Source: an optimization exercise on an open RTL-to-GDS flow (aim: small area and a short achievable clock period). Production flows keep margins and buffers that such runs may drop. Function was not checked in any run shown here: the RTL went through the layout flow alone. Power is estimated from default activity; no workload was simulated.

==> flow/design.v <==
`timescale 1ns/1ps
module fir_low_pass_filter(Data_out, Data_in, clk, rst);
  output [15:0] Data_out;
  input [7:0] Data_in;
  input clk, rst;
  reg [7:0] x1;
  reg [7:0] x2;
  reg [7:0] x3;
  reg [7:0] x4;
  reg [7:0] x5;
  reg [7:0] x6;
  reg [7:0] x7;
  reg [7:0] x8;
  reg [7:0] x9;
  reg [7:0] x10;
  reg [7:0] x11;
  reg [7:0] x12;
  reg [7:0] x13;
  reg [7:0] x14;
  reg [7:0] x15;
  reg [7:0] x16;
  reg [7:0] x17;
  reg [7:0] x18;
  reg [7:0] x19;
  reg [7:0] x20;
  reg [7:0] x21;
  reg [7:0] x22;
  reg [7:0] x23;
  reg [7:0] x24;
  reg [7:0] x25;
  reg [13:0] P3a;
  reg [13:0] P3b;
  reg [15:0] P2a;
  reg [15:0] P2b;
  reg [15:0] Pa;
  reg [15:0] Pb;
  reg [15:0] Q;
  reg [9:0] V;
  reg [15:0] Y;
  wire hs1, hc1;
  fir_ha u_ha1 (.a(x21[2]), .b(x22[1]), .s(hs1), .co(hc1));
  wire fs2, fc2;
  fir_fa u_fa2 (.a(x21[3]), .b(x22[2]), .c(x24[3]), .s(fs2), .co(fc2));
  wire fs3, fc3;
  fir_fa u_fa3 (.a(x21[4]), .b(x22[3]), .c(x24[4]), .s(fs3), .co(fc3));
  wire fs4, fc4;
  fir_fa u_fa4 (.a(x24[5]), .b(x6[3]), .c(x6[5]), .s(fs4), .co(fc4));
  wire hs5, hc5;
  fir_ha u_ha5 (.a(x8[0]), .b(x9[0]), .s(hs5), .co(hc5));
  wire fs6, fc6;
  fir_fa u_fa6 (.a(x21[5]), .b(x22[4]), .c(x24[5]), .s(fs6), .co(fc6));
  wire fs7, fc7;
  fir_fa u_fa7 (.a(x24[6]), .b(x6[4]), .c(x6[6]), .s(fs7), .co(fc7));
  wire fs8, fc8;
  fir_fa u_fa8 (.a(x8[1]), .b(x9[1]), .c(x9[3]), .s(fs8), .co(fc8));
  wire hs9, hc9;
  fir_ha u_ha9 (.a(~x13[1]), .b(~x23[4]), .s(hs9), .co(hc9));
  wire fs10, fc10;
  fir_fa u_fa10 (.a(x21[6]), .b(x22[5]), .c(x24[6]), .s(fs10), .co(fc10));
  wire fs11, fc11;
  fir_fa u_fa11 (.a(x24[7]), .b(x6[5]), .c(x6[7]), .s(fs11), .co(fc11));
  wire fs12, fc12;
  fir_fa u_fa12 (.a(x8[2]), .b(x9[2]), .c(x9[4]), .s(fs12), .co(fc12));
  wire fs13, fc13;
  fir_fa u_fa13 (.a(x13[2]), .b(x23[5]), .c(x25[6]), .s(fs13), .co(fc13));
  wire fs14, fc14;
  fir_fa u_fa14 (.a(x21[7]), .b(x22[6]), .c(x24[7]), .s(fs14), .co(fc14));
  wire fs15, fc15;
  fir_fa u_fa15 (.a(x6[6]), .b(x8[3]), .c(x9[3]), .s(fs15), .co(fc15));
  wire fs16, fc16;
  fir_fa u_fa16 (.a(x13[3]), .b(x23[6]), .c(x25[7]), .s(fs16), .co(fc16));
  wire fs17, fc17;
  fir_fa u_fa17 (.a(x22[7]), .b(x6[7]), .c(x8[4]), .s(fs17), .co(fc17));
  wire fs18, fc18;
  fir_fa u_fa18 (.a(x21[1]), .b(x22[0]), .c(x24[1]), .s(fs18), .co(fc18));
  wire hs19, hc19;
  fir_ha u_ha19 (.a(x24[2]), .b(x6[0]), .s(hs19), .co(hc19));
  wire fs20, fc20;
  fir_fa u_fa20 (.a(x24[2]), .b(x24[3]), .c(x6[1]), .s(fs20), .co(fc20));
  wire fs21, fc21;
  fir_fa u_fa21 (.a(x6[3]), .b(x9[0]), .c(x9[1]), .s(fs21), .co(fc21));
  wire hs22, hc22;
  fir_ha u_ha22 (.a(~x23[1]), .b(~x25[2]), .s(hs22), .co(hc22));
  wire fs23, fc23;
  fir_fa u_fa23 (.a(x24[4]), .b(x6[2]), .c(x6[4]), .s(fs23), .co(fc23));
  wire fs24, fc24;
  fir_fa u_fa24 (.a(x9[1]), .b(x9[2]), .c(hc1), .s(fs24), .co(fc24));
  wire fs25, fc25;
  fir_fa u_fa25 (.a(x23[2]), .b(x25[3]), .c(~fs2), .s(fs25), .co(fc25));
  wire fs26, fc26;
  fir_fa u_fa26 (.a(x13[0]), .b(x23[3]), .c(x25[4]), .s(fs26), .co(fc26));
  wire fs27, fc27;
  fir_fa u_fa27 (.a(x9[2]), .b(x9[3]), .c(hs5), .s(fs27), .co(fc27));
  wire fs28, fc28;
  fir_fa u_fa28 (.a(fc2), .b(fs3), .c(fs4), .s(fs28), .co(fc28));
  wire fs29, fc29;
  fir_fa u_fa29 (.a(x9[4]), .b(hc5), .c(hs9), .s(fs29), .co(fc29));
  wire fs30, fc30;
  fir_fa u_fa30 (.a(fc3), .b(fc4), .c(fs6), .s(fs30), .co(fc30));
  wire fs31, fc31;
  fir_fa u_fa31 (.a(~x25[5]), .b(fs7), .c(fs8), .s(fs31), .co(fc31));
  wire fs32, fc32;
  fir_fa u_fa32 (.a(x9[5]), .b(hc9), .c(fc6), .s(fs32), .co(fc32));
  wire fs33, fc33;
  fir_fa u_fa33 (.a(fc7), .b(fc8), .c(fs10), .s(fs33), .co(fc33));
  wire fs34, fc34;
  fir_fa u_fa34 (.a(fs11), .b(fs12), .c(~fs13), .s(fs34), .co(fc34));
  wire fs35, fc35;
  fir_fa u_fa35 (.a(x9[5]), .b(x9[6]), .c(fc10), .s(fs35), .co(fc35));
  wire fs36, fc36;
  fir_fa u_fa36 (.a(fc11), .b(fc12), .c(fs14), .s(fs36), .co(fc36));
  wire fs37, fc37;
  fir_fa u_fa37 (.a(fc13), .b(~fs15), .c(fs16), .s(fs37), .co(fc37));
  wire fs38, fc38;
  fir_fa u_fa38 (.a(x9[4]), .b(x9[6]), .c(x9[7]), .s(fs38), .co(fc38));
  wire fs39, fc39;
  fir_fa u_fa39 (.a(x13[4]), .b(x23[7]), .c(fc16), .s(fs39), .co(fc39));
  wire fs40, fc40;
  fir_fa u_fa40 (.a(fc14), .b(fc15), .c(fs17), .s(fs40), .co(fc40));
  wire fs41, fc41;
  fir_fa u_fa41 (.a(x8[5]), .b(x9[5]), .c(x9[7]), .s(fs41), .co(fc41));
  wire hs42, hc42;
  fir_ha u_ha42 (.a(x21[0]), .b(x24[0]), .s(hs42), .co(hc42));
  wire fs43, fc43;
  fir_fa u_fa43 (.a(x6[2]), .b(x9[0]), .c(hs19), .s(fs43), .co(fc43));
  wire hs44, hc44;
  fir_ha u_ha44 (.a(~x23[0]), .b(~x25[1]), .s(hs44), .co(hc44));
  wire fs45, fc45;
  fir_fa u_fa45 (.a(hc19), .b(hs1), .c(hs22), .s(fs45), .co(fc45));
  wire fs46, fc46;
  fir_fa u_fa46 (.a(fc18), .b(fs20), .c(fs21), .s(fs46), .co(fc46));
  wire fs47, fc47;
  fir_fa u_fa47 (.a(hc22), .b(fc20), .c(fc21), .s(fs47), .co(fc47));
  wire fs48, fc48;
  fir_fa u_fa48 (.a(fs23), .b(fs24), .c(~fs25), .s(fs48), .co(fc48));
  wire fs49, fc49;
  fir_fa u_fa49 (.a(fc23), .b(fc24), .c(fs27), .s(fs49), .co(fc49));
  wire fs50, fc50;
  fir_fa u_fa50 (.a(fs26), .b(fc25), .c(~fs28), .s(fs50), .co(fc50));
  wire fs51, fc51;
  fir_fa u_fa51 (.a(fc27), .b(fs29), .c(fc28), .s(fs51), .co(fc51));
  wire fs52, fc52;
  fir_fa u_fa52 (.a(~fc26), .b(fs30), .c(fs31), .s(fs52), .co(fc52));
  wire fs53, fc53;
  fir_fa u_fa53 (.a(fc29), .b(fc30), .c(fc31), .s(fs53), .co(fc53));
  wire fs54, fc54;
  fir_fa u_fa54 (.a(fs32), .b(fs33), .c(fs34), .s(fs54), .co(fc54));
  wire fs55, fc55;
  fir_fa u_fa55 (.a(fc32), .b(fc33), .c(fc34), .s(fs55), .co(fc55));
  wire fs56, fc56;
  fir_fa u_fa56 (.a(fs35), .b(fs36), .c(~fs37), .s(fs56), .co(fc56));
  wire fs57, fc57;
  fir_fa u_fa57 (.a(fs38), .b(fc35), .c(fc36), .s(fs57), .co(fc57));
  wire fs58, fc58;
  fir_fa u_fa58 (.a(fc37), .b(fs39), .c(~fs40), .s(fs58), .co(fc58));
  wire fs59, fc59;
  fir_fa u_fa59 (.a(fc17), .b(fc38), .c(fs41), .s(fs59), .co(fc59));
  wire fs60, fc60;
  fir_fa u_fa60 (.a(x13[5]), .b(fc39), .c(~fc40), .s(fs60), .co(fc60));
  wire fs61, fc61;
  fir_fa u_fa61 (.a(x8[6]), .b(x9[6]), .c(fc41), .s(fs61), .co(fc61));
  wire hs62, hc62;
  fir_ha u_ha62 (.a(x24[1]), .b(x6[1]), .s(hs62), .co(hc62));
  wire fs63, fc63;
  fir_fa u_fa63 (.a(hc42), .b(hs44), .c(fs18), .s(fs63), .co(fc63));
  wire fs64, fc64;
  fir_fa u_fa64 (.a(hc44), .b(fc43), .c(fs45), .s(fs64), .co(fc64));
  wire fs65, fc65;
  fir_fa u_fa65 (.a(fc45), .b(fc46), .c(fs47), .s(fs65), .co(fc65));
  wire fs66, fc66;
  fir_fa u_fa66 (.a(fc47), .b(fs49), .c(fc48), .s(fs66), .co(fc66));
  wire fs67, fc67;
  fir_fa u_fa67 (.a(fc49), .b(fs51), .c(fs52), .s(fs67), .co(fc67));
  wire fs68, fc68;
  fir_fa u_fa68 (.a(fc51), .b(fc52), .c(fs53), .s(fs68), .co(fc68));
  wire fs69, fc69;
  fir_fa u_fa69 (.a(fc53), .b(fc54), .c(fs55), .s(fs69), .co(fc69));
  wire fs70, fc70;
  fir_fa u_fa70 (.a(fc55), .b(fc56), .c(fs57), .s(fs70), .co(fc70));
  wire fs71, fc71;
  fir_fa u_fa71 (.a(fs59), .b(fc57), .c(~fc58), .s(fs71), .co(fc71));
  wire fs72, fc72;
  fir_fa u_fa72 (.a(~x13[6]), .b(fc59), .c(fs61), .s(fs72), .co(fc72));
  wire fs73, fc73;
  fir_fa u_fa73 (.a(x8[7]), .b(x9[7]), .c(fc61), .s(fs73), .co(fc73));
  wire hs74, hc74;
  fir_ha u_ha74 (.a(hs42), .b(hs62), .s(hs74), .co(hc74));
  wire fs75, fc75;
  fir_fa u_fa75 (.a(hc62), .b(fs43), .c(fs63), .s(fs75), .co(fc75));
  wire fs76, fc76;
  fir_fa u_fa76 (.a(fc63), .b(fs46), .c(fs64), .s(fs76), .co(fc76));
  wire fs77, fc77;
  fir_fa u_fa77 (.a(fc64), .b(fs65), .c(fs48), .s(fs77), .co(fc77));
  wire fs78, fc78;
  fir_fa u_fa78 (.a(fc65), .b(~fs50), .c(fs66), .s(fs78), .co(fc78));
  wire fs79, fc79;
  fir_fa u_fa79 (.a(~fc50), .b(fc66), .c(fs67), .s(fs79), .co(fc79));
  wire fs80, fc80;
  fir_fa u_fa80 (.a(fs54), .b(fc67), .c(fs68), .s(fs80), .co(fc80));
  wire fs81, fc81;
  fir_fa u_fa81 (.a(fs56), .b(fc68), .c(fs69), .s(fs81), .co(fc81));
  wire fs82, fc82;
  fir_fa u_fa82 (.a(~fs58), .b(fc69), .c(fs70), .s(fs82), .co(fc82));
  wire fs83, fc83;
  fir_fa u_fa83 (.a(~fs60), .b(fc70), .c(fs71), .s(fs83), .co(fc83));
  wire fs84, fc84;
  fir_fa u_fa84 (.a(~fc60), .b(fs72), .c(fc71), .s(fs84), .co(fc84));
  wire fs85, fc85;
  fir_fa u_fa85 (.a(~x13[7]), .b(fc72), .c(fs73), .s(fs85), .co(fc85));
  wire hs86, hc86;
  fir_ha u_ha86 (.a(x12[0]), .b(x12[3]), .s(hs86), .co(hc86));
  wire fs87, fc87;
  fir_fa u_fa87 (.a(x12[0]), .b(x12[1]), .c(x12[4]), .s(fs87), .co(fc87));
  wire fs88, fc88;
  fir_fa u_fa88 (.a(P3a[5]), .b(P3b[5]), .c(x11[0]), .s(fs88), .co(fc88));
  wire hs89, hc89;
  fir_ha u_ha89 (.a(x8[1]), .b(x8[4]), .s(hs89), .co(hc89));
  wire fs90, fc90;
  fir_fa u_fa90 (.a(x12[1]), .b(x12[2]), .c(x12[5]), .s(fs90), .co(fc90));
  wire fs91, fc91;
  fir_fa u_fa91 (.a(P3a[6]), .b(P3b[6]), .c(x11[1]), .s(fs91), .co(fc91));
  wire fs92, fc92;
  fir_fa u_fa92 (.a(x11[2]), .b(x11[5]), .c(x13[1]), .s(fs92), .co(fc92));
  wire hs93, hc93;
  fir_ha u_ha93 (.a(x8[2]), .b(x8[5]), .s(hs93), .co(hc93));
  wire fs94, fc94;
  fir_fa u_fa94 (.a(x12[2]), .b(x12[3]), .c(x12[6]), .s(fs94), .co(fc94));
  wire fs95, fc95;
  fir_fa u_fa95 (.a(P3a[7]), .b(P3b[7]), .c(x11[2]), .s(fs95), .co(fc95));
  wire fs96, fc96;
  fir_fa u_fa96 (.a(x11[3]), .b(x11[6]), .c(x13[2]), .s(fs96), .co(fc96));
  wire fs97, fc97;
  fir_fa u_fa97 (.a(x13[4]), .b(x13[5]), .c(~x8[3]), .s(fs97), .co(fc97));
  wire fs98, fc98;
  fir_fa u_fa98 (.a(x12[3]), .b(x12[4]), .c(x12[7]), .s(fs98), .co(fc98));
  wire fs99, fc99;
  fir_fa u_fa99 (.a(P3a[8]), .b(P3b[8]), .c(x11[3]), .s(fs99), .co(fc99));
  wire fs100, fc100;
  fir_fa u_fa100 (.a(x11[4]), .b(x11[7]), .c(x13[3]), .s(fs100), .co(fc100));
  wire fs101, fc101;
  fir_fa u_fa101 (.a(x13[5]), .b(x13[6]), .c(~x8[4]), .s(fs101), .co(fc101));
  wire fs102, fc102;
  fir_fa u_fa102 (.a(x12[4]), .b(x12[5]), .c(x8[5]), .s(fs102), .co(fc102));
  wire fs103, fc103;
  fir_fa u_fa103 (.a(P3a[9]), .b(P3b[9]), .c(x11[4]), .s(fs103), .co(fc103));
  wire hs104, hc104;
  fir_ha u_ha104 (.a(~x11[5]), .b(~x13[4]), .s(hs104), .co(hc104));
  wire fs105, fc105;
  fir_fa u_fa105 (.a(x12[5]), .b(x12[6]), .c(x8[6]), .s(fs105), .co(fc105));
  wire hs106, hc106;
  fir_ha u_ha106 (.a(~P3a[10]), .b(~P3b[10]), .s(hs106), .co(hc106));
  wire hs107, hc107;
  fir_ha u_ha107 (.a(x12[6]), .b(x12[7]), .s(hs107), .co(hc107));
  wire hs108, hc108;
  fir_ha u_ha108 (.a(x12[2]), .b(x8[2]), .s(hs108), .co(hc108));
  wire fs109, fc109;
  fir_fa u_fa109 (.a(P3a[4]), .b(P3b[4]), .c(x11[0]), .s(fs109), .co(fc109));
  wire fs110, fc110;
  fir_fa u_fa110 (.a(x11[3]), .b(x13[1]), .c(x13[2]), .s(fs110), .co(fc110));
  wire fs111, fc111;
  fir_fa u_fa111 (.a(x11[1]), .b(x11[4]), .c(x13[0]), .s(fs111), .co(fc111));
  wire fs112, fc112;
  fir_fa u_fa112 (.a(hc86), .b(hs89), .c(fs87), .s(fs112), .co(fc112));
  wire hs113, hc113;
  fir_ha u_ha113 (.a(~x13[2]), .b(~x13[3]), .s(hs113), .co(hc113));
  wire fs114, fc114;
  fir_fa u_fa114 (.a(hc89), .b(hs93), .c(fc87), .s(fs114), .co(fc114));
  wire fs115, fc115;
  fir_fa u_fa115 (.a(x13[3]), .b(x13[4]), .c(fc88), .s(fs115), .co(fc115));
  wire fs116, fc116;
  fir_fa u_fa116 (.a(~fs90), .b(fs91), .c(fs92), .s(fs116), .co(fc116));
  wire fs117, fc117;
  fir_fa u_fa117 (.a(x8[6]), .b(hc93), .c(fc90), .s(fs117), .co(fc117));
  wire fs118, fc118;
  fir_fa u_fa118 (.a(fc91), .b(fc92), .c(fs95), .s(fs118), .co(fc118));
  wire fs119, fc119;
  fir_fa u_fa119 (.a(~fs94), .b(fs96), .c(fs97), .s(fs119), .co(fc119));
  wire fs120, fc120;
  fir_fa u_fa120 (.a(fc95), .b(fc96), .c(fc97), .s(fs120), .co(fc120));
  wire fs121, fc121;
  fir_fa u_fa121 (.a(x8[7]), .b(fc94), .c(fs98), .s(fs121), .co(fc121));
  wire fs122, fc122;
  fir_fa u_fa122 (.a(fs100), .b(fs101), .c(fs99), .s(fs122), .co(fc122));
  wire fs123, fc123;
  fir_fa u_fa123 (.a(x13[6]), .b(x13[7]), .c(fc100), .s(fs123), .co(fc123));
  wire fs124, fc124;
  fir_fa u_fa124 (.a(hs104), .b(fc98), .c(fs102), .s(fs124), .co(fc124));
  wire fs125, fc125;
  fir_fa u_fa125 (.a(fc101), .b(fc99), .c(fs103), .s(fs125), .co(fc125));
  wire fs126, fc126;
  fir_fa u_fa126 (.a(x11[5]), .b(x11[6]), .c(x13[5]), .s(fs126), .co(fc126));
  wire fs127, fc127;
  fir_fa u_fa127 (.a(hc104), .b(hs106), .c(fc102), .s(fs127), .co(fc127));
  wire fs128, fc128;
  fir_fa u_fa128 (.a(x13[7]), .b(fc103), .c(~fs105), .s(fs128), .co(fc128));
  wire fs129, fc129;
  fir_fa u_fa129 (.a(P3a[11]), .b(P3b[11]), .c(x11[6]), .s(fs129), .co(fc129));
  wire fs130, fc130;
  fir_fa u_fa130 (.a(x8[7]), .b(hc106), .c(hs107), .s(fs130), .co(fc130));
  wire fs131, fc131;
  fir_fa u_fa131 (.a(x11[7]), .b(x13[6]), .c(~fc105), .s(fs131), .co(fc131));
  wire fs132, fc132;
  fir_fa u_fa132 (.a(P3a[12]), .b(P3b[12]), .c(x11[7]), .s(fs132), .co(fc132));
  wire hs133, hc133;
  fir_ha u_ha133 (.a(x12[7]), .b(hc107), .s(hs133), .co(hc133));
  wire hs134, hc134;
  fir_ha u_ha134 (.a(P3a[1]), .b(x12[0]), .s(hs134), .co(hc134));
  wire fs135, fc135;
  fir_fa u_fa135 (.a(P3a[2]), .b(P3b[2]), .c(x11[1]), .s(fs135), .co(fc135));
  wire hs136, hc136;
  fir_ha u_ha136 (.a(x12[1]), .b(x8[1]), .s(hs136), .co(hc136));
  wire fs137, fc137;
  fir_fa u_fa137 (.a(P3a[3]), .b(P3b[3]), .c(x11[2]), .s(fs137), .co(fc137));
  wire fs138, fc138;
  fir_fa u_fa138 (.a(x13[0]), .b(x13[1]), .c(~hs108), .s(fs138), .co(fc138));
  wire fs139, fc139;
  fir_fa u_fa139 (.a(x8[0]), .b(x8[3]), .c(hc108), .s(fs139), .co(fc139));
  wire fs140, fc140;
  fir_fa u_fa140 (.a(~hs86), .b(fs109), .c(fs110), .s(fs140), .co(fc140));
  wire fs141, fc141;
  fir_fa u_fa141 (.a(fc109), .b(fc110), .c(fs111), .s(fs141), .co(fc141));
  wire fs142, fc142;
  fir_fa u_fa142 (.a(hs113), .b(~fs88), .c(fs112), .s(fs142), .co(fc142));
  wire fs143, fc143;
  fir_fa u_fa143 (.a(hc113), .b(fc112), .c(fs114), .s(fs143), .co(fc143));
  wire fs144, fc144;
  fir_fa u_fa144 (.a(fc111), .b(fs115), .c(fs116), .s(fs144), .co(fc144));
  wire fs145, fc145;
  fir_fa u_fa145 (.a(fc115), .b(fc116), .c(fs118), .s(fs145), .co(fc145));
  wire fs146, fc146;
  fir_fa u_fa146 (.a(fc114), .b(fs117), .c(~fs119), .s(fs146), .co(fc146));
  wire fs147, fc147;
  fir_fa u_fa147 (.a(fc118), .b(fc119), .c(fs120), .s(fs147), .co(fc147));
  wire fs148, fc148;
  fir_fa u_fa148 (.a(fc117), .b(fs121), .c(~fs122), .s(fs148), .co(fc148));
  wire fs149, fc149;
  fir_fa u_fa149 (.a(fc120), .b(fc122), .c(fs123), .s(fs149), .co(fc149));
  wire fs150, fc150;
  fir_fa u_fa150 (.a(fc121), .b(fs124), .c(~fs125), .s(fs150), .co(fc150));
  wire fs151, fc151;
  fir_fa u_fa151 (.a(fs126), .b(fc123), .c(fc125), .s(fs151), .co(fc151));
  wire fs152, fc152;
  fir_fa u_fa152 (.a(fc124), .b(fs127), .c(~fs128), .s(fs152), .co(fc152));
  wire fs153, fc153;
  fir_fa u_fa153 (.a(fc126), .b(fs129), .c(fc128), .s(fs153), .co(fc153));
  wire fs154, fc154;
  fir_fa u_fa154 (.a(fs130), .b(fc127), .c(~fs131), .s(fs154), .co(fc154));
  wire fs155, fc155;
  fir_fa u_fa155 (.a(x13[7]), .b(fc129), .c(fs132), .s(fs155), .co(fc155));
  wire fs156, fc156;
  fir_fa u_fa156 (.a(hs133), .b(fc130), .c(~fc131), .s(fs156), .co(fc156));
  wire fs157, fc157;
  fir_fa u_fa157 (.a(P3a[13]), .b(P3b[13]), .c(fc132), .s(fs157), .co(fc157));
  wire hs158, hc158;
  fir_ha u_ha158 (.a(x8[0]), .b(hs134), .s(hs158), .co(hc158));
  wire fs159, fc159;
  fir_fa u_fa159 (.a(~x13[0]), .b(hc134), .c(hs136), .s(fs159), .co(fc159));
  wire fs160, fc160;
  fir_fa u_fa160 (.a(fc135), .b(fs137), .c(fs138), .s(fs160), .co(fc160));
  wire fs161, fc161;
  fir_fa u_fa161 (.a(fc137), .b(fc138), .c(fs140), .s(fs161), .co(fc161));
  wire fs162, fc162;
  fir_fa u_fa162 (.a(~fc139), .b(fc140), .c(fs141), .s(fs162), .co(fc162));
  wire fs163, fc163;
  fir_fa u_fa163 (.a(~fc141), .b(fc142), .c(fs143), .s(fs163), .co(fc163));
  wire fs164, fc164;
  fir_fa u_fa164 (.a(~fc143), .b(fc144), .c(fs145), .s(fs164), .co(fc164));
  wire fs165, fc165;
  fir_fa u_fa165 (.a(fc145), .b(~fc146), .c(fs147), .s(fs165), .co(fc165));
  wire fs166, fc166;
  fir_fa u_fa166 (.a(fc147), .b(~fc148), .c(fs149), .s(fs166), .co(fc166));
  wire fs167, fc167;
  fir_fa u_fa167 (.a(fc149), .b(~fc150), .c(fs151), .s(fs167), .co(fc167));
  wire fs168, fc168;
  fir_fa u_fa168 (.a(fc151), .b(~fc152), .c(fs153), .s(fs168), .co(fc168));
  wire fs169, fc169;
  fir_fa u_fa169 (.a(fs155), .b(fc153), .c(~fc154), .s(fs169), .co(fc169));
  wire fs170, fc170;
  fir_fa u_fa170 (.a(~hc133), .b(fc155), .c(fs157), .s(fs170), .co(fc170));
  wire hs171, hc171;
  fir_ha u_ha171 (.a(1'b0), .b(1'b0), .s(hs171), .co(hc171));
  wire hs172, hc172;
  fir_ha u_ha172 (.a(~P3b[1]), .b(~x11[0]), .s(hs172), .co(hc172));
  wire fs173, fc173;
  fir_fa u_fa173 (.a(~fs135), .b(hc158), .c(fs159), .s(fs173), .co(fc173));
  wire fs174, fc174;
  fir_fa u_fa174 (.a(hc136), .b(fc159), .c(~fs160), .s(fs174), .co(fc174));
  wire fs175, fc175;
  fir_fa u_fa175 (.a(~fs139), .b(fc160), .c(fs161), .s(fs175), .co(fc175));
  wire fs176, fc176;
  fir_fa u_fa176 (.a(fc161), .b(~fs142), .c(fs162), .s(fs176), .co(fc176));
  wire fs177, fc177;
  fir_fa u_fa177 (.a(fc162), .b(fs144), .c(~fs163), .s(fs177), .co(fc177));
  wire fs178, fc178;
  fir_fa u_fa178 (.a(fs146), .b(fc163), .c(~fs164), .s(fs178), .co(fc178));
  wire fs179, fc179;
  fir_fa u_fa179 (.a(~fs148), .b(fc164), .c(fs165), .s(fs179), .co(fc179));
  wire fs180, fc180;
  fir_fa u_fa180 (.a(~fs150), .b(fc165), .c(fs166), .s(fs180), .co(fc180));
  wire fs181, fc181;
  fir_fa u_fa181 (.a(~fs152), .b(fc166), .c(fs167), .s(fs181), .co(fc181));
  wire fs182, fc182;
  fir_fa u_fa182 (.a(~fs154), .b(fc167), .c(fs168), .s(fs182), .co(fc182));
  wire fs183, fc183;
  fir_fa u_fa183 (.a(~fs156), .b(fs169), .c(fc168), .s(fs183), .co(fc183));
  wire fs184, fc184;
  fir_fa u_fa184 (.a(~fc156), .b(fs170), .c(fc169), .s(fs184), .co(fc184));
  wire fs185, fc185;
  fir_fa u_fa185 (.a(~hs171), .b(fc157), .c(fc170), .s(fs185), .co(fc185));
  wire fs186, fc186;
  fir_fa u_fa186 (.a(1'b0), .b(1'b0), .c(hc171), .s(fs186), .co(fc186));
  wire hs187, hc187;
  fir_ha u_ha187 (.a(P2b[4]), .b(x16[0]), .s(hs187), .co(hc187));
  wire fs188, fc188;
  fir_fa u_fa188 (.a(P2a[5]), .b(P2b[5]), .c(x16[1]), .s(fs188), .co(fc188));
  wire fs189, fc189;
  fir_fa u_fa189 (.a(P2a[6]), .b(P2b[6]), .c(x16[2]), .s(fs189), .co(fc189));
  wire fs190, fc190;
  fir_fa u_fa190 (.a(P2a[7]), .b(x16[3]), .c(x16[6]), .s(fs190), .co(fc190));
  wire hs191, hc191;
  fir_ha u_ha191 (.a(P2b[8]), .b(x16[4]), .s(hs191), .co(hc191));
  wire hs192, hc192;
  fir_ha u_ha192 (.a(x16[0]), .b(x17[1]), .s(hs192), .co(hc192));
  wire fs193, fc193;
  fir_fa u_fa193 (.a(x16[1]), .b(x17[0]), .c(x17[2]), .s(fs193), .co(fc193));
  wire hs194, hc194;
  fir_ha u_ha194 (.a(~P2a[2]), .b(~P2b[2]), .s(hs194), .co(hc194));
  wire fs195, fc195;
  fir_fa u_fa195 (.a(x16[2]), .b(x17[1]), .c(x17[3]), .s(fs195), .co(fc195));
  wire fs196, fc196;
  fir_fa u_fa196 (.a(P2a[3]), .b(P2b[3]), .c(~x2[2]), .s(fs196), .co(fc196));
  wire fs197, fc197;
  fir_fa u_fa197 (.a(x16[3]), .b(x17[2]), .c(x17[4]), .s(fs197), .co(fc197));
  wire fs198, fc198;
  fir_fa u_fa198 (.a(~P2a[4]), .b(x2[3]), .c(hs187), .s(fs198), .co(fc198));
  wire fs199, fc199;
  fir_fa u_fa199 (.a(x16[4]), .b(x17[3]), .c(x17[5]), .s(fs199), .co(fc199));
  wire fs200, fc200;
  fir_fa u_fa200 (.a(x2[4]), .b(hc187), .c(fs188), .s(fs200), .co(fc200));
  wire fs201, fc201;
  fir_fa u_fa201 (.a(x16[5]), .b(x17[4]), .c(x17[6]), .s(fs201), .co(fc201));
  wire fs202, fc202;
  fir_fa u_fa202 (.a(x2[5]), .b(fc188), .c(fs189), .s(fs202), .co(fc202));
  wire fs203, fc203;
  fir_fa u_fa203 (.a(x17[5]), .b(x17[7]), .c(x2[6]), .s(fs203), .co(fc203));
  wire fs204, fc204;
  fir_fa u_fa204 (.a(~P2b[7]), .b(fc189), .c(fs190), .s(fs204), .co(fc204));
  wire fs205, fc205;
  fir_fa u_fa205 (.a(x16[7]), .b(x17[6]), .c(x2[7]), .s(fs205), .co(fc205));
  wire fs206, fc206;
  fir_fa u_fa206 (.a(~P2a[8]), .b(hs191), .c(fc190), .s(fs206), .co(fc206));
  wire fs207, fc207;
  fir_fa u_fa207 (.a(P2a[9]), .b(P2b[9]), .c(x16[5]), .s(fs207), .co(fc207));
  wire hs208, hc208;
  fir_ha u_ha208 (.a(x17[7]), .b(hc191), .s(hs208), .co(hc208));
  wire hs209, hc209;
  fir_ha u_ha209 (.a(P2a[10]), .b(P2b[10]), .s(hs209), .co(hc209));
  wire hs210, hc210;
  fir_ha u_ha210 (.a(x2[0]), .b(hs192), .s(hs210), .co(hc210));
  wire fs211, fc211;
  fir_fa u_fa211 (.a(x2[1]), .b(hc192), .c(hs194), .s(fs211), .co(fc211));
  wire fs212, fc212;
  fir_fa u_fa212 (.a(hc194), .b(fc193), .c(fs195), .s(fs212), .co(fc212));
  wire fs213, fc213;
  fir_fa u_fa213 (.a(fc195), .b(fs197), .c(fs198), .s(fs213), .co(fc213));
  wire fs214, fc214;
  fir_fa u_fa214 (.a(fc197), .b(fs199), .c(fc198), .s(fs214), .co(fc214));
  wire fs215, fc215;
  fir_fa u_fa215 (.a(fc199), .b(fs201), .c(fc200), .s(fs215), .co(fc215));
  wire fs216, fc216;
  fir_fa u_fa216 (.a(fc201), .b(fs203), .c(fc202), .s(fs216), .co(fc216));
  wire fs217, fc217;
  fir_fa u_fa217 (.a(fc203), .b(fs205), .c(fc204), .s(fs217), .co(fc217));
  wire fs218, fc218;
  fir_fa u_fa218 (.a(fc205), .b(fs207), .c(hs208), .s(fs218), .co(fc218));
  wire fs219, fc219;
  fir_fa u_fa219 (.a(x16[6]), .b(hs209), .c(fc207), .s(fs219), .co(fc219));
  wire fs220, fc220;
  fir_fa u_fa220 (.a(P2a[11]), .b(P2b[11]), .c(x16[7]), .s(fs220), .co(fc220));
  wire hs221, hc221;
  fir_ha u_ha221 (.a(P2a[0]), .b(P2b[0]), .s(hs221), .co(hc221));
  wire fs222, fc222;
  fir_fa u_fa222 (.a(P2a[1]), .b(P2b[1]), .c(~hs210), .s(fs222), .co(fc222));
  wire fs223, fc223;
  fir_fa u_fa223 (.a(fs193), .b(hc210), .c(fs211), .s(fs223), .co(fc223));
  wire fs224, fc224;
  fir_fa u_fa224 (.a(~fs196), .b(fc211), .c(fs212), .s(fs224), .co(fc224));
  wire fs225, fc225;
  fir_fa u_fa225 (.a(~fc196), .b(fc212), .c(fs213), .s(fs225), .co(fc225));
  wire fs226, fc226;
  fir_fa u_fa226 (.a(fs200), .b(fc213), .c(fs214), .s(fs226), .co(fc226));
  wire fs227, fc227;
  fir_fa u_fa227 (.a(fs202), .b(fc214), .c(fs215), .s(fs227), .co(fc227));
  wire fs228, fc228;
  fir_fa u_fa228 (.a(fs204), .b(fc215), .c(fs216), .s(fs228), .co(fc228));
  wire fs229, fc229;
  fir_fa u_fa229 (.a(fs206), .b(fc216), .c(fs217), .s(fs229), .co(fc229));
  wire fs230, fc230;
  fir_fa u_fa230 (.a(fc206), .b(fs218), .c(fc217), .s(fs230), .co(fc230));
  wire fs231, fc231;
  fir_fa u_fa231 (.a(hc208), .b(fs219), .c(fc218), .s(fs231), .co(fc231));
  wire fs232, fc232;
  fir_fa u_fa232 (.a(hc209), .b(fs220), .c(fc219), .s(fs232), .co(fc232));
  wire fs233, fc233;
  fir_fa u_fa233 (.a(P2a[12]), .b(P2b[12]), .c(fc220), .s(fs233), .co(fc233));
  wire hs234, hc234;
  fir_ha u_ha234 (.a(P2a[13]), .b(P2b[13]), .s(hs234), .co(hc234));
  wire hs235, hc235;
  fir_ha u_ha235 (.a(P2a[14]), .b(P2b[14]), .s(hs235), .co(hc235));
  wire hs236, hc236;
  fir_ha u_ha236 (.a(~P2a[15]), .b(P2b[15]), .s(hs236), .co(hc236));
  wire hs237, hc237;
  fir_ha u_ha237 (.a(Pa[2]), .b(x2[0]), .s(hs237), .co(hc237));
  wire fs238, fc238;
  fir_fa u_fa238 (.a(Pa[3]), .b(Pb[3]), .c(x1[1]), .s(fs238), .co(fc238));
  wire fs239, fc239;
  fir_fa u_fa239 (.a(Pa[4]), .b(Pb[4]), .c(x1[2]), .s(fs239), .co(fc239));
  wire fs240, fc240;
  fir_fa u_fa240 (.a(Pa[5]), .b(Pb[5]), .c(x1[3]), .s(fs240), .co(fc240));
  wire fs241, fc241;
  fir_fa u_fa241 (.a(Pa[6]), .b(Pb[6]), .c(x1[4]), .s(fs241), .co(fc241));
  wire fs242, fc242;
  fir_fa u_fa242 (.a(Pa[7]), .b(Pb[7]), .c(x1[5]), .s(fs242), .co(fc242));
  wire fs243, fc243;
  fir_fa u_fa243 (.a(Pa[8]), .b(Pb[8]), .c(x1[6]), .s(fs243), .co(fc243));
  wire fs244, fc244;
  fir_fa u_fa244 (.a(Pa[9]), .b(Pb[9]), .c(x1[7]), .s(fs244), .co(fc244));
  wire hs245, hc245;
  fir_ha u_ha245 (.a(~Pb[2]), .b(~x1[0]), .s(hs245), .co(hc245));
  wire fs246, fc246;
  fir_fa u_fa246 (.a(x2[1]), .b(hc237), .c(~fs238), .s(fs246), .co(fc246));
  wire fs247, fc247;
  fir_fa u_fa247 (.a(~x2[2]), .b(fc238), .c(fs239), .s(fs247), .co(fc247));
  wire fs248, fc248;
  fir_fa u_fa248 (.a(~x2[3]), .b(fc239), .c(fs240), .s(fs248), .co(fc248));
  wire fs249, fc249;
  fir_fa u_fa249 (.a(~x2[4]), .b(fc240), .c(fs241), .s(fs249), .co(fc249));
  wire fs250, fc250;
  fir_fa u_fa250 (.a(~x2[5]), .b(fc241), .c(fs242), .s(fs250), .co(fc250));
  wire fs251, fc251;
  fir_fa u_fa251 (.a(~x2[6]), .b(fc242), .c(fs243), .s(fs251), .co(fc251));
  wire fs252, fc252;
  fir_fa u_fa252 (.a(~x2[7]), .b(fc243), .c(fs244), .s(fs252), .co(fc252));
  wire fs253, fc253;
  fir_fa u_fa253 (.a(Pa[10]), .b(Pb[10]), .c(fc244), .s(fs253), .co(fc253));
  wire hs254, hc254;
  fir_ha u_ha254 (.a(~Pa[11]), .b(~Pb[11]), .s(hs254), .co(hc254));
  wire hs255, hc255;
  fir_ha u_ha255 (.a(~Pa[12]), .b(~Pb[12]), .s(hs255), .co(hc255));
  wire hs256, hc256;
  fir_ha u_ha256 (.a(~Pa[13]), .b(~Pb[13]), .s(hs256), .co(hc256));
  wire hs257, hc257;
  fir_ha u_ha257 (.a(~Pa[14]), .b(~Pb[14]), .s(hs257), .co(hc257));
  wire hs258, hc258;
  fir_ha u_ha258 (.a(~Pa[15]), .b(~Pb[15]), .s(hs258), .co(hc258));
  wire [15:0] Q_sum;
  fir_add16 u_Q_add (.a({hc257, hc256, hc255, hc254, hs254, ~fc252, ~fc251, ~fc250, ~fc249, ~fc248, ~fc247, fc246, hc245, hs237, ~Pa[1], ~Pa[0]}), .b({hs258, hs257, hs256, hs255, ~fc253, ~fs253, ~fs252, ~fs251, ~fs250, ~fs249, ~fs248, ~fs247, fs246, hs245, Pb[1], ~Pb[0]}), .s(Q_sum));
  wire [9:0] V_n;
  fir_mul3 u_v (.d(Data_in), .v(V_n));
  wire [15:0] R;
  fir_add16 u_r_add (.a(Q), .b({6'd0, V}), .s(R));
  wire [15:0] Y_n;
  fir_addy u_y_add (.r(R), .d(Data_in), .y(Y_n));
  wire rst_n;
  fir_inv u_rst_n (.a(rst), .y(rst_n));
  reg rq, rqn;
  always @(posedge clk) begin
    rq <= rst;
    rqn <= ~rst;
  end
  always @(posedge clk) begin
    if (rst) begin
      V[0] <= 1'h0;
      V[1] <= 1'h0;
      V[2] <= 1'h0;
      V[3] <= 1'h0;
      V[4] <= 1'h0;
      V[5] <= 1'h0;
      V[6] <= 1'h0;
      V[7] <= 1'h0;
      V[8] <= 1'h0;
      V[9] <= 1'h0;
      Y[0] <= 1'h0;
      Y[1] <= 1'h0;
      Y[2] <= 1'h0;
      Y[3] <= 1'h0;
      Y[4] <= 1'h0;
      Y[5] <= 1'h0;
      Y[6] <= 1'h0;
      Y[7] <= 1'h0;
      Y[8] <= 1'h0;
      Y[9] <= 1'h0;
      Y[10] <= 1'h0;
      Y[11] <= 1'h0;
      Y[12] <= 1'h0;
      Y[13] <= 1'h0;
      Y[14] <= 1'h0;
      Y[15] <= 1'h0;
    end else begin
      V[0] <= V_n[0];
      V[1] <= V_n[1];
      V[2] <= V_n[2];
      V[3] <= V_n[3];
      V[4] <= V_n[4];
      V[5] <= V_n[5];
      V[6] <= V_n[6];
      V[7] <= V_n[7];
      V[8] <= V_n[8];
      V[9] <= V_n[9];
      Y[0] <= Y_n[0];
      Y[1] <= Y_n[1];
      Y[2] <= Y_n[2];
      Y[3] <= Y_n[3];
      Y[4] <= Y_n[4];
      Y[5] <= Y_n[5];
      Y[6] <= Y_n[6];
      Y[7] <= Y_n[7];
      Y[8] <= Y_n[8];
      Y[9] <= Y_n[9];
      Y[10] <= Y_n[10];
      Y[11] <= Y_n[11];
      Y[12] <= Y_n[12];
      Y[13] <= Y_n[13];
      Y[14] <= Y_n[14];
      Y[15] <= Y_n[15];
    end
  end
  always @(posedge clk) begin
    if (!rst_n) begin
      x1 <= 8'hff;
    end else begin
      x1 <= ~Data_in;
    end
  end
  always @(posedge clk) begin
    if (rst | rq) begin
      Q[0] <= 1'h0;
      Q[1] <= 1'h0;
      Q[2] <= 1'h0;
      Q[3] <= 1'h0;
      Q[4] <= 1'h0;
      Q[5] <= 1'h0;
      Q[6] <= 1'h0;
      Q[7] <= 1'h0;
      Q[8] <= 1'h0;
      Q[9] <= 1'h0;
      Q[10] <= 1'h0;
      Q[11] <= 1'h0;
      Q[12] <= 1'h0;
      Q[13] <= 1'h0;
      Q[14] <= 1'h0;
      Q[15] <= 1'h0;
    end else begin
      Q[0] <= Q_sum[0];
      Q[1] <= Q_sum[1];
      Q[2] <= Q_sum[2];
      Q[3] <= Q_sum[3];
      Q[4] <= Q_sum[4];
      Q[5] <= Q_sum[5];
      Q[6] <= Q_sum[6];
      Q[7] <= Q_sum[7];
      Q[8] <= Q_sum[8];
      Q[9] <= Q_sum[9];
      Q[10] <= Q_sum[10];
      Q[11] <= Q_sum[11];
      Q[12] <= Q_sum[12];
      Q[13] <= Q_sum[13];
      Q[14] <= Q_sum[14];
      Q[15] <= Q_sum[15];
    end
  end
  always @(posedge clk) begin
    if (rq) begin
      x2 <= 8'h0;
      x4 <= 8'h0;
      x6 <= 8'h0;
      x8 <= 8'h0;
      x9 <= 8'h0;
      x10 <= 8'h0;
      x12 <= 8'h0;
      x14 <= 8'h0;
      x16 <= 8'h0;
      x17 <= 8'h0;
      x19 <= 8'h0;
      x21 <= 8'h0;
      x22 <= 8'h0;
      x24 <= 8'h0;
      P3a[1] <= 1'h0;
      P2a[0] <= 1'h0;
      P2a[5] <= 1'h0;
      P2a[6] <= 1'h0;
      P2a[7] <= 1'h0;
      P2a[9] <= 1'h0;
      P2a[10] <= 1'h0;
      P2a[11] <= 1'h0;
      P2a[12] <= 1'h0;
      P2a[13] <= 1'h0;
      P2a[14] <= 1'h0;
      P2b[0] <= 1'h0;
      P2b[4] <= 1'h0;
      P2b[5] <= 1'h0;
      P2b[6] <= 1'h0;
      P2b[8] <= 1'h0;
      P2b[9] <= 1'h0;
      P2b[10] <= 1'h0;
      P2b[11] <= 1'h0;
      P2b[12] <= 1'h0;
      P2b[13] <= 1'h0;
      P2b[14] <= 1'h0;
      P2b[15] <= 1'h0;
      Pa[2] <= 1'h0;
      Pb[1] <= 1'h0;
    end else begin
      x2 <= ~x1;
      x4 <= ~x3;
      x6 <= ~x5;
      x8 <= ~x7;
      x9 <= x8;
      x10 <= x9;
      x12 <= ~x11;
      x14 <= ~x13;
      x16 <= ~x15;
      x17 <= x16;
      x19 <= ~x18;
      x21 <= ~x20;
      x22 <= x21;
      x24 <= ~x23;
      P3a[1] <= ~x25[0];
      P2a[0] <= ~P3a[0];
      P2a[5] <= ~fc175;
      P2a[6] <= ~fc176;
      P2a[7] <= ~fc177;
      P2a[9] <= ~fc179;
      P2a[10] <= ~fc180;
      P2a[11] <= ~fc181;
      P2a[12] <= ~fc182;
      P2a[13] <= ~fc183;
      P2a[14] <= ~fs185;
      P2b[0] <= ~P3b[0];
      P2b[4] <= ~fs175;
      P2b[5] <= ~fs176;
      P2b[6] <= ~fs177;
      P2b[8] <= ~fs179;
      P2b[9] <= ~fs180;
      P2b[10] <= ~fs181;
      P2b[11] <= ~fs182;
      P2b[12] <= ~fs183;
      P2b[13] <= ~fs184;
      P2b[14] <= ~fc184;
      P2b[15] <= ~fc185;
      Pa[2] <= ~fc222;
      Pb[1] <= ~fs222;
    end
  end
  always @(posedge clk) begin
    if (!rqn) begin
      x3 <= 8'hff;
      x5 <= 8'hff;
      x7 <= 8'hff;
      x11 <= 8'hff;
      x13 <= 8'hff;
      x15 <= 8'hff;
      x18 <= 8'hff;
      x20 <= 8'hff;
      x23 <= 8'hff;
      x25 <= 8'hff;
      P3a[0] <= 1'h1;
      P3a[2] <= 1'h1;
      P3a[3] <= 1'h1;
      P3a[4] <= 1'h1;
      P3a[5] <= 1'h1;
      P3a[6] <= 1'h1;
      P3a[7] <= 1'h1;
      P3a[8] <= 1'h1;
      P3a[9] <= 1'h1;
      P3a[10] <= 1'h1;
      P3a[11] <= 1'h1;
      P3a[12] <= 1'h1;
      P3a[13] <= 1'h1;
      P3b[0] <= 1'h1;
      P3b[1] <= 1'h1;
      P3b[2] <= 1'h1;
      P3b[3] <= 1'h1;
      P3b[4] <= 1'h1;
      P3b[5] <= 1'h1;
      P3b[6] <= 1'h1;
      P3b[7] <= 1'h1;
      P3b[8] <= 1'h1;
      P3b[9] <= 1'h1;
      P3b[10] <= 1'h1;
      P3b[11] <= 1'h1;
      P3b[12] <= 1'h1;
      P3b[13] <= 1'h1;
      P2a[1] <= 1'h1;
      P2a[2] <= 1'h1;
      P2a[3] <= 1'h1;
      P2a[4] <= 1'h1;
      P2a[8] <= 1'h1;
      P2a[15] <= 1'h1;
      P2b[1] <= 1'h1;
      P2b[2] <= 1'h1;
      P2b[3] <= 1'h1;
      P2b[7] <= 1'h1;
      Pa[0] <= 1'h1;
      Pa[1] <= 1'h1;
      Pa[3] <= 1'h1;
      Pa[4] <= 1'h1;
      Pa[5] <= 1'h1;
      Pa[6] <= 1'h1;
      Pa[7] <= 1'h1;
      Pa[8] <= 1'h1;
      Pa[9] <= 1'h1;
      Pa[10] <= 1'h1;
      Pa[11] <= 1'h1;
      Pa[12] <= 1'h1;
      Pa[13] <= 1'h1;
      Pa[14] <= 1'h1;
      Pa[15] <= 1'h1;
      Pb[0] <= 1'h1;
      Pb[2] <= 1'h1;
      Pb[3] <= 1'h1;
      Pb[4] <= 1'h1;
      Pb[5] <= 1'h1;
      Pb[6] <= 1'h1;
      Pb[7] <= 1'h1;
      Pb[8] <= 1'h1;
      Pb[9] <= 1'h1;
      Pb[10] <= 1'h1;
      Pb[11] <= 1'h1;
      Pb[12] <= 1'h1;
      Pb[13] <= 1'h1;
      Pb[14] <= 1'h1;
      Pb[15] <= 1'h1;
    end else begin
      x3 <= ~x2;
      x5 <= ~x4;
      x7 <= ~x6;
      x11 <= ~x10;
      x13 <= ~x12;
      x15 <= ~x14;
      x18 <= ~x17;
      x20 <= ~x19;
      x23 <= ~x22;
      x25 <= ~x24;
      P3a[0] <= ~x24[0];
      P3a[2] <= ~hc74;
      P3a[3] <= ~fc75;
      P3a[4] <= ~fc76;
      P3a[5] <= ~fc77;
      P3a[6] <= ~fc78;
      P3a[7] <= ~fc79;
      P3a[8] <= ~fc80;
      P3a[9] <= ~fc81;
      P3a[10] <= ~fc82;
      P3a[11] <= ~fc83;
      P3a[12] <= ~fs85;
      P3a[13] <= ~fc73;
      P3b[0] <= ~x6[0];
      P3b[1] <= ~hs74;
      P3b[2] <= ~fs75;
      P3b[3] <= ~fs76;
      P3b[4] <= ~fs77;
      P3b[5] <= ~fs78;
      P3b[6] <= ~fs79;
      P3b[7] <= ~fs80;
      P3b[8] <= ~fs81;
      P3b[9] <= ~fs82;
      P3b[10] <= ~fs83;
      P3b[11] <= ~fs84;
      P3b[12] <= ~fc84;
      P3b[13] <= ~fc85;
      P2a[1] <= ~hs172;
      P2a[2] <= ~hc172;
      P2a[3] <= ~fc173;
      P2a[4] <= ~fc174;
      P2a[8] <= ~fc178;
      P2a[15] <= ~fs186;
      P2b[1] <= ~hs158;
      P2b[2] <= ~fs173;
      P2b[3] <= ~fs174;
      P2b[7] <= ~fs178;
      Pa[0] <= ~x17[0];
      Pa[1] <= ~hc221;
      Pa[3] <= ~fc223;
      Pa[4] <= ~fc224;
      Pa[5] <= ~fs226;
      Pa[6] <= ~fc226;
      Pa[7] <= ~fc227;
      Pa[8] <= ~fc228;
      Pa[9] <= ~fs230;
      Pa[10] <= ~fs231;
      Pa[11] <= ~fs232;
      Pa[12] <= ~fs233;
      Pa[13] <= ~hs234;
      Pa[14] <= ~hc234;
      Pa[15] <= ~hc235;
      Pb[0] <= ~hs221;
      Pb[2] <= ~fs223;
      Pb[3] <= ~fs224;
      Pb[4] <= ~fs225;
      Pb[5] <= ~fc225;
      Pb[6] <= ~fs227;
      Pb[7] <= ~fs228;
      Pb[8] <= ~fs229;
      Pb[9] <= ~fc229;
      Pb[10] <= ~fc230;
      Pb[11] <= ~fc231;
      Pb[12] <= ~fc232;
      Pb[13] <= ~fc233;
      Pb[14] <= ~hs235;
      Pb[15] <= ~hs236;
    end
  end
  assign Data_out = Y;
endmodule
module fir_fa(a, b, c, s, co);
  input a, b, c;
  output s, co;
  assign s = a ^ b ^ c;
  assign co = (a & b) | (a & c) | (b & c);
endmodule
module fir_ha(a, b, s, co);
  input a, b;
  output s, co;
  assign s = a ^ b;
  assign co = a & b;
endmodule
module fir_add16(a, b, s);
  input [15:0] a, b;
  output [15:0] s;
  assign s = a + b;
endmodule
module fir_inv(a, y);
  input a;
  output y;
  assign y = ~a;
endmodule
module fir_mul3(d, v);
  input [7:0] d;
  output [9:0] v;
  assign v = {2'd0, d} + {1'd0, d, 1'b0};
endmodule
module fir_addy(r, d, y);
  input [15:0] r;
  input [7:0] d;
  output [15:0] y;
  assign y = r + {7'd0, d, 1'b0};
endmodule
==> flow/flow/run.sh <==
#!/bin/bash
set -euo pipefail
export BUFFER_PORTS_ARGS="-buffer_cell sky130_fd_sc_hd__buf_4"
bash standard.sh finish > layout.log 2>&1
==> flow/standard.sh <==
#!/bin/bash
# synth_recipe.tcl (not shown) runs the flow's synth.tcl, then flattens the netlist and writes it again
# the make line also repeats each setting of config.mk as NAME=value (left out here)
make -C /OpenROAD-flow-scripts/flow DESIGN_CONFIG=/design/flow/config.mk WORK_HOME=/design/flow/orfs CLKGATE_MAP_FILE= SYNTH_SCRIPT=/design/flow/synth_recipe.tcl "${@:-finish}"
==> flow/config.mk <==
export PLATFORM = sky130hd
export DESIGN_NAME = fir_low_pass_filter
export DESIGN_NICKNAME = fir_low_pass_filter
export VERILOG_FILES = /design/flow/design.v
export SDC_FILE = /design/flow/constraint.sdc
export NUM_CORES = 4
export LEC_CHECK = 0
export CAP_MARGIN = 20
export CORE_MARGIN = 2
export CORE_UTILIZATION = 40
export CTS_BUF_LIST = sky130_fd_sc_hd__clkbuf_4 sky130_fd_sc_hd__clkbuf_8
export SLEW_MARGIN = 20
export SYNTH_HIERARCHICAL = 1
==> flow/constraint.sdc <==
create_clock -name core_clock -period 11.0 [get_ports {clk}]
set_input_delay 2.2000 -clock core_clock [delete_from_list [all_inputs] [get_ports {clk}]]
set_output_delay 2.2000 -clock core_clock [all_outputs]
set_load 0.01 [all_outputs]
==> results.cfg, run 1 <==
[route]
routedWlPerCell_um = 15.0
viasPerCell = 4.58
dr.first_iter.drc_count = 448
drtPass1Iterations = 5
vias = 9139
route.detailed.drc = 0
wirelength_um = 29800
drtAntennaViolNets = 0

[setup_path]
critPathLaunchType = input pin
critPathLaunch = Data_in[0]
rr_worst_depth = 12
r2r-start = Q[0]
critPathCaptureType = register
critPathMaxStageDelay_ps = 400
cp_slowest_cell = fa_1
crit_arrival_ps = 4090
crit_fanout = 4
critical_path_class = in -> reg
worst_ep_required_time_ps = 11470
crit_chain = buf_4 -> ha_1 -> fa_1 -> a21oi_1 -> o21ai_1 -> a211oi_2 -> nor3_1 -> xor2_1 -> nor2b_1

[timing]
maxSlewViolCount = 0
timing.final.crit_share_pct = 33.0
hold_viol_final = 0
rsz0062_at_grt = no
period_minus_slack_ps = 3630
setup_violations = 0
worst_hold_slack_ps = 360
worst-slew-pin-transition_ps = 867
setup_tns_ps = 0
clock_skew_ps = 12.4
fmax_mhz = 276
slew_headroom_pct = 42.2

[hold_path]
hp-class = reg -> reg
whs_path_depth = 1
hold_start = x4[0]

[logic_synthesis]
synth_fa_ha_area_share_pct = 34.7
synth_top_family_by_area = adder cells
syn_area_um2 = 15900
synth.largest_area_cell = dfxtp_1
ys_seq_area_share_pct = 41.6
async_reset_ff_share_pct = 0
yosys.area_share.xor_xnor_pct = 2.59
synthMuxAreaShare_pct = 0.126
ys_top_cells_by_count = dfxtp_1, fa_1, nand2_1
synth_top_area_share_pct = 41.6
yosys_warnings = 7
yosys-top-cells-area = dfxtp_1, fa_1, ha_1
synthSimpleGateAreaFrac_pct = 11.1
synth.avg_cell_area_um2 = 11.6
synth_cell_types = 45
synth_most_common_cell = dfxtp_1
syn_inst = 1368
synthFlopType = dfxtp_1
ys_ff_latch = 331
synth-compound-area-share_pct = 4.86
synth-edff-count = 0

[grt]
grt.overflow.total = 0
antenna_found_initial = 1
grt_pass1_vias = 9607
grt_use_total_pct = 15.6
grt_pass1_wl_um = 50600
grt_max_degree = 98

[clock_tree]
root_buffer = clkbuf_8
cts.sinks = 331
clockBufferDepth = 3
ctsResizeCount = 0
cts_hold_buf = 0
postCtsSetupBuffers = 0
clk_latency_ps = 600
htree_levels = 2
cts_tree = built
cts.clk_slew.worst_paths_ps = 60
numCtsBuffers = 54

[floorplan]
die_area_um2 = 41400
die_h_um = 204
rows = 73
die_x_um = 204
coreArea_um2 = 39500
ioPinCount = 26
start_util_pct = 40.3

[placed_design]
place_area_um2 = 16500
place_hpwl_um = 22300
globalplace.congestion = 0.850
dp.cells = 1890
portBuffers = 25

[finish]
final_layout_size_suffix_gt1_share_pct = 10.1
stdcell_count = 1994
design_area_um2 = 17800
ff_latch_area_um2 = 6630
fillers = 3738
multi_input_area_um2 = 8530
area_growth_pct = 11.7
fin_nets = 1741
fin_util_pct = 45.0

[power]
power_density_nw_per_um2 = 147
vdd_ir_drop_max_v = 0.000107
cellLeakagePower_nw = 8.03

[run_status]
status = no timing/DRC/antenna violations

[job]
maxCapViolCount = 0
[modules after synthesis (local to each module, per instance)]
module	cells	copies in the design	cell area, µm²	flops+latches
fir_add16	98	2	724	0
fir_inv	1	1	3.75	0
fir_ha	1	41	12.5	0
fir_low_pass_filter	815	1	8800	331
fir_fa	1	217	20.0	0
fir_mul3	43	1	353	0
fir_addy	55	1	458	0
[cell type report]
cell class                      instances  share of cell area [%]
Tap cell                              525                    3.69
Multi-Input combinational cell        877                    48.0
Clock inverter                         14                   0.739
Timing Repair Buffer                   29                    1.29
Inverter                              129                    2.72
Clock buffer                           88                    6.21
Sequential cell                       331                    37.3
Antenna cell                            1                  0.0141
[registers in the layout, indices dropped and copies added (netlist names), 10 cells and up]
register,flops
Y,16
Pb,16
P3a,13
P3b,13
V,10
P2a,15
Q,16
Pa,15
P2b,15
[through the flow]
stage | total power [mW] | worst slack, ps
floorplan | 1.42 | 7150
global placement | 1.47 | 6840
detailed placement | 1.47 | 6780
CTS | 2.65 | 7440
global route | 2.73 | 7260
finish | 2.62 | 7370
[per-layer routing]
| metal | up-vias | part of all wire (%) | GRT usage, % |
|---|---|---|---|
| met3 | 50 | 3.5 | 2.48 |
| met1 | 4562 | 48 | 22.4 |
| met5 | - | 0 | 0 |
| met4 | 0 | 2.4 | 5.06 |
| li1 | 4395 | - | - |
| met2 | 132 | 46 | 24.3 |
[path summary, 6_finish.rpt]
path         endpoint  slack (ps)
max             Y[13]        7370
min             x5[0]         360
max reg2reg     Y[13]        7570
min reg2reg     x5[0]         360
[worst max-delay path, delay by kind of cell]
family / cells / cell delay [ps]
buf+inv: 1 / 130
compound gates: 3 / 700
simple gates: 2 / 250
xor+xnor: 1 / 160
fa+ha+maj: 2 / 640
[cells in the final DEF, fill, tap and decap left out, drive strengths merged, types with 7 or more instances in the layout]
master and count:
nor2 110, nand3 10, conb 10, inv 130, ha 88, o211ai 7
o21bai 7, a21oi 43, buf 29, fa 221, clkbuf 88, xnor2 28
nor3b 20, nor3 8, o21ai 19, a21o 14, nor2b 62, nand2 176
xor2 19, clkinv 9, dfxtp 331
[report_power, final]
group	switching, mW	internal [mW]	total (mW)	leakage (nW)
sequential	0.0150	1.22	1.24	2.69
combinational	0.118	0.0894	0.207	4.68
clock	0.487	0.685	1.17	0.659
[cells by family after synthesis]
family,count (synthesis)
xor+xnor,47
flops,331
simple gates,395
other cells,1
mux,2
buf+inv,169
compound gates,114
fa+ha+maj,309
==> inputs of run 2 (changes only) <==
--- a/flow/design.v
+++ b/flow/design.v
@@ -36,7 +36,10 @@
   reg [15:0] Pb;
   reg [15:0] Q;
   reg [9:0] V;
-  reg [15:0] Y;
+  reg [8:0] Y;
+  reg [0:0] C9;
+  reg [6:0] YH0;
+  reg [6:0] YH1;
   wire hs1, hc1;
   fir_ha u_ha1 (.a(x21[2]), .b(x22[1]), .s(hs1), .co(hc1));
   wire fs2, fc2;
@@ -559,8 +562,10 @@
   fir_mul3 u_v (.d(Data_in), .v(V_n));
   wire [15:0] R;
   fir_add16 u_r_add (.a(Q), .b({6'd0, V}), .s(R));
-  wire [15:0] Y_n;
-  fir_addy u_y_add (.r(R), .d(Data_in), .y(Y_n));
+  wire [9:0] L_n;
+  fir_addlo u_lo_add (.r(R[8:0]), .d(Data_in), .y(L_n));
+  wire [6:0] H1_n;
+  fir_inc7 u_inc (.a(R[15:9]), .y(H1_n));
   wire rst_n;
   fir_inv u_rst_n (.a(rst), .y(rst_n));
   reg rq, rqn;
@@ -589,13 +594,21 @@
       Y[6] <= 1'h0;
       Y[7] <= 1'h0;
       Y[8] <= 1'h0;
-      Y[9] <= 1'h0;
-      Y[10] <= 1'h0;
-      Y[11] <= 1'h0;
-      Y[12] <= 1'h0;
-      Y[13] <= 1'h0;
-      Y[14] <= 1'h0;
-      Y[15] <= 1'h0;
+      C9[0] <= 1'h0;
+      YH0[0] <= 1'h0;
+      YH0[1] <= 1'h0;
+      YH0[2] <= 1'h0;
+      YH0[3] <= 1'h0;
+      YH0[4] <= 1'h0;
+      YH0[5] <= 1'h0;
+      YH0[6] <= 1'h0;
+      YH1[0] <= 1'h0;
+      YH1[1] <= 1'h0;
+      YH1[2] <= 1'h0;
+      YH1[3] <= 1'h0;
+      YH1[4] <= 1'h0;
+      YH1[5] <= 1'h0;
+      YH1[6] <= 1'h0;
     end else begin
       V[0] <= V_n[0];
       V[1] <= V_n[1];
@@ -607,22 +620,30 @@
       V[7] <= V_n[7];
       V[8] <= V_n[8];
       V[9] <= V_n[9];
-      Y[0] <= Y_n[0];
-      Y[1] <= Y_n[1];
-      Y[2] <= Y_n[2];
-      Y[3] <= Y_n[3];
-      Y[4] <= Y_n[4];
-      Y[5] <= Y_n[5];
-      Y[6] <= Y_n[6];
-      Y[7] <= Y_n[7];
-      Y[8] <= Y_n[8];
-      Y[9] <= Y_n[9];
-      Y[10] <= Y_n[10];
-      Y[11] <= Y_n[11];
-      Y[12] <= Y_n[12];
-      Y[13] <= Y_n[13];
-      Y[14] <= Y_n[14];
-      Y[15] <= Y_n[15];
+      Y[0] <= L_n[0];
+      Y[1] <= L_n[1];
+      Y[2] <= L_n[2];
+      Y[3] <= L_n[3];
+      Y[4] <= L_n[4];
+      Y[5] <= L_n[5];
+      Y[6] <= L_n[6];
+      Y[7] <= L_n[7];
+      Y[8] <= L_n[8];
+      C9[0] <= L_n[9];
+      YH0[0] <= R[9];
+      YH0[1] <= R[10];
+      YH0[2] <= R[11];
+      YH0[3] <= R[12];
+      YH0[4] <= R[13];
+      YH0[5] <= R[14];
+      YH0[6] <= R[15];
+      YH1[0] <= H1_n[0];
+      YH1[1] <= H1_n[1];
+      YH1[2] <= H1_n[2];
+      YH1[3] <= H1_n[3];
+      YH1[4] <= H1_n[4];
+      YH1[5] <= H1_n[5];
+      YH1[6] <= H1_n[6];
     end
   end
   always @(posedge clk) begin
@@ -911,7 +932,7 @@
       Pb[15] <= ~hs236;
     end
   end
-  assign Data_out = Y;
+  assign Data_out = {C9 ? YH1 : YH0, Y};
 endmodule
 module fir_fa(a, b, c, s, co);
   input a, b, c;
@@ -940,9 +961,14 @@
   output [9:0] v;
   assign v = {2'd0, d} + {1'd0, d, 1'b0};
 endmodule
-module fir_addy(r, d, y);
-  input [15:0] r;
+module fir_addlo(r, d, y);
+  input [8:0] r;
   input [7:0] d;
-  output [15:0] y;
-  assign y = r + {7'd0, d, 1'b0};
+  output [9:0] y;
+  assign y = {1'b0, r} + {1'b0, d, 1'b0};
+endmodule
+module fir_inc7(a, y);
+  input [6:0] a;
+  output [6:0] y;
+  assign y = a + 7'd1;
 endmodule
==> run 2 against run 1 <==
Net effect:
- routed wire length is 0.70% lower
- sequential share of layout area is 0.54 points higher
- sequential power is 3% higher
- clock-buffer cell count is 2 lower
- final area is 0.94% higher
- global-route usage is 0.28 points lower
- synthesized cell count is 1.8% higher
- power is 0.50% higher
- cell count is 0.75% higher
- synthesized area is 1.5% higher
- hold slack worse by 1.5 ps
- flip-flop and latch count is 8 higher
- critical path type is now reg -> out
- largest cell class unchanged
- highest routed layer unchanged
==> results.cfg, run 2 <==
[grt]
grt_max_degree = 84
grt_use_total_pct = 15.4
grt.overflow.total = 0
grt_pass1_wl_um = 50600
grt_pass1_vias = 9928
antenna_found_initial = 0

[placed_design]
dp.cells = 1912
portBuffers = 25
place_hpwl_um = 21600
globalplace.congestion = 0.838

[route]
route.detailed.drc = 0
drtAntennaViolNets = 0
wirelength_um = 29600
routedWlPerCell_um = 14.8
viasPerCell = 4.60
drtPass1Iterations = 5
dr.first_iter.drc_count = 386
vias = 9239

[finish]
final_cell_mix = dfxtp_1, fa_1, nand2_1
layout_commonest_cell = dfxtp_1
fin_nets = 1764
antenna_cells = 0
fillers = 3776
top_regs = Pb x16, Q x16
area_growth_pct = 11.1
stdcell_count = 2009
final_layout_size_suffix_gt1_share_pct = 9.77

[timing]
fmax_mhz = 259
rsz0062_at_grt = no
setup_tns_ps = 0
hold_viol_final = 0
clock_skew_ps = 22.4
setup_violations = 0
slew_headroom_pct = 37.6
worst-slew-pin-transition_ps = 937
timing.final.crit_share_pct = 35.2
period_minus_slack_ps = 3870
maxSlewViolCount = 0

[setup_path]
r2r-end = Y[8]
crit_arrival_ps = 1670
reg2reg_slack_ps = 7700
rr_worst_depth = 12
critical_path_class = reg -> out
cp_slowest_cell = dfxtp_1
critPathCaptureType = primary output
r2r-start = Q[0]
critPathLaunchType = register
critPathMaxStageDelay_ps = 520
crit_chain = mux2_2 -> buf_4
critical_path.top_delay_family = flip-flops
crit_buf_inv = 1
worst_ep_required_time_ps = 8800
crit_fanout = 7

[logic_synthesis]
yosys_warnings = 7
synth_top_area_share_pct = 42.0
ys_seq_area_share_pct = 42.0
synth.largest_area_cell = dfxtp_1
synth-edff-count = 0
synth_cell_types = 44
async_reset_ff_share_pct = 0
syn_inst = 1393
syn_area_um2 = 16200
synth_most_common_cell = dfxtp_1
ys_top_cells_by_count = dfxtp_1, fa_1, nand2_1
synthFlopType = dfxtp_1
yosys-top-cells-area = dfxtp_1, fa_1, ha_1
synth.avg_cell_area_um2 = 11.6
ys_ff_latch = 339

[clock_tree]
cts.clk_slew.worst_paths_ps = 60
cts_hold_buf = 0
cts_tree = built
clockBufferDepth = 3
cts.sinks = 339
htree_levels = 2
ctsResizeCount = 0
numCtsBuffers = 55
postCtsSetupBuffers = 0
clk_latency_ps = 620
root_buffer = clkbuf_8

[hold_path]
hold_start = x19[1]
min_to = x20[1]
hp-class = reg -> reg
whs_path_depth = 1

[run_status]
status = no timing/DRC/antenna violations

[power]
cellLeakagePower_nw = 8.07
vdd_ir_drop_max_v = 0.0000886
power_density_nw_per_um2 = 147

[floorplan]
coreArea_um2 = 39800
ioPinCount = 26
die_x_um = 205
die_h_um = 205
start_util_pct = 40.6
rows = 73
die_area_um2 = 42000

[job]
maxCapViolCount = 0
run 2: power by group:
part	internal, mW	switching, mW
Sequential	1.25	0.0211
Combinational	0.0902	0.107
Clock	0.664	0.494
Total	2.01	0.622
run 2: per-module statistics from Yosys, one instance, submodules excluded:
module | flops+latches | cells | area, µm² | copies in the design
fir_fa | 0 | 1 | 20.0 | 217
fir_inv | 0 | 1 | 3.75 | 1
fir_ha | 0 | 1 | 12.5 | 41
fir_mul3 | 0 | 43 | 353 | 1
fir_addlo | 0 | 43 | 332 | 1
fir_inc7 | 0 | 12 | 86.3 | 1
fir_add16 | 0 | 98 | 724 | 2
fir_low_pass_filter | 339 | 840 | 9080 | 1
run 2: kinds of logic (layout without fill, tap and decap cells):
logic type / Yosys count / count (layout) / synth area share (%)
AO/OA/AOI/OAI: 109 / 109 / 4.43
XOR/XNOR: 43 / 43 / 2.33
adder cells (fa/ha/maj): 310 / 310 / 34.3
buffers and inverters: 174 / 256 / 4.91
flip-flops: 339 / 339 / 42.0
multiplexers: 10 / 10 / 0.674
other: 1 / 10 / 0.0232
AND/OR/NAND/NOR: 407 / 407 / 11.4
run 2: area by class of cell:
class / instances / area, µm² / share of cell area, %
clock buffer: 86 / 1070 / 5.97
clock inverter: 11 / 114 / 0.634
inverter: 132 / 495 / 2.76
multi-input combinational: 889 / 8610 / 48.0
sequential: 339 / 6790 / 37.9
tap: 525 / 657 / 3.66
timing repair buffer: 27 / 203 / 1.13
run 2: metal layers:
metal	up-vias	wire length [µm]	global-route usage, %
met5	-	0	0
met3	57	1360	3.48
met2	155	14000	24.7
met4	0	733	4.98
met1	4568	13500	20.6
li1	4459	-	-
run 2: worst reg2reg max path: stages, from the launching register on:
cell and delay [ps]:
dfxtp_1 300, ha_1 230, fa_1 410, a21o_2 260, a311oi_2 410, o21ai_0 230
xor2_1 200, ha_1 350, inv_1 80, a2111oi_0 460, mux2i_1 140, nand2_1 70
nor2b_1 110
run 2: metrics by stage:
step	area, µm²	hold slack, ps	setup slack, ps	power [mW]	util, %
finish	17900	358	7130	2.63	45.1
global route	17900	367	7040	2.76	45.1
CTS	17900	363	7070	2.67	45.1
detailed placement	16800	348	7190	1.50	42.1
global placement	16800	345	7210	1.49	42.1
floorplan	16200	343	7530	1.45	-
run 2: worst max path at each step:
| stage | start | endpoint | slack [ps] | cells past startpoint |
|---|---|---|---|---|
| 2_1_floorplan | Data_in[0] | C9 | 7530 | 7 |
| 3_3_place_gp | Data_in[0] | C9 | 7210 | 8 |
| 3_5_place_dp | Data_in[1] | V[9] | 7190 | 7 |
| 4_1_cts | C9 | Data_out[10] | 7070 | 2 |
| 5_1_grt | C9 | Data_out[14] | 7040 | 2 |
| 6_report | C9 | Data_out[10] | 7130 | 2 |

-- re-timing with driven ports --
Ports are ideal in the flow. The routed layouts listed here were re-timed in OpenROAD. Step 1 (the two cells are an assumption about what drives the block):
set clk [get_ports {clk}]
set_driving_cell -lib_cell sky130_fd_sc_hd__clkbuf_16 $clk
set_driving_cell -lib_cell sky130_fd_sc_hd__buf_2 [delete_from_list [all_inputs] $clk]
Step 2 adds t to the input delays and takes it off the output delays; t is the mean of the earliest and latest rising clock arrival at the registers after step 1. Input paths then give back, and output paths get back, about the clock's delay inside the block. a / b / c = ideal / step 1 / step 2; a / b = the first two.
| run | t (ns) | setup WS [ns] | worst slew at a driven data input, ns |
|---|---|---|---|
| run 1 | 0.640 | 7.374 / 7.404 / 6.764 | 0.04 |
| run 2 | 0.663 | 7.132 / 7.083 / 7.157 | 0.05 |
After both steps setup and hold are still met in every run listed. The setup slack of run 1, which loses most, moves by +0.030 ns with the drivers and by -0.610 ns with both steps.
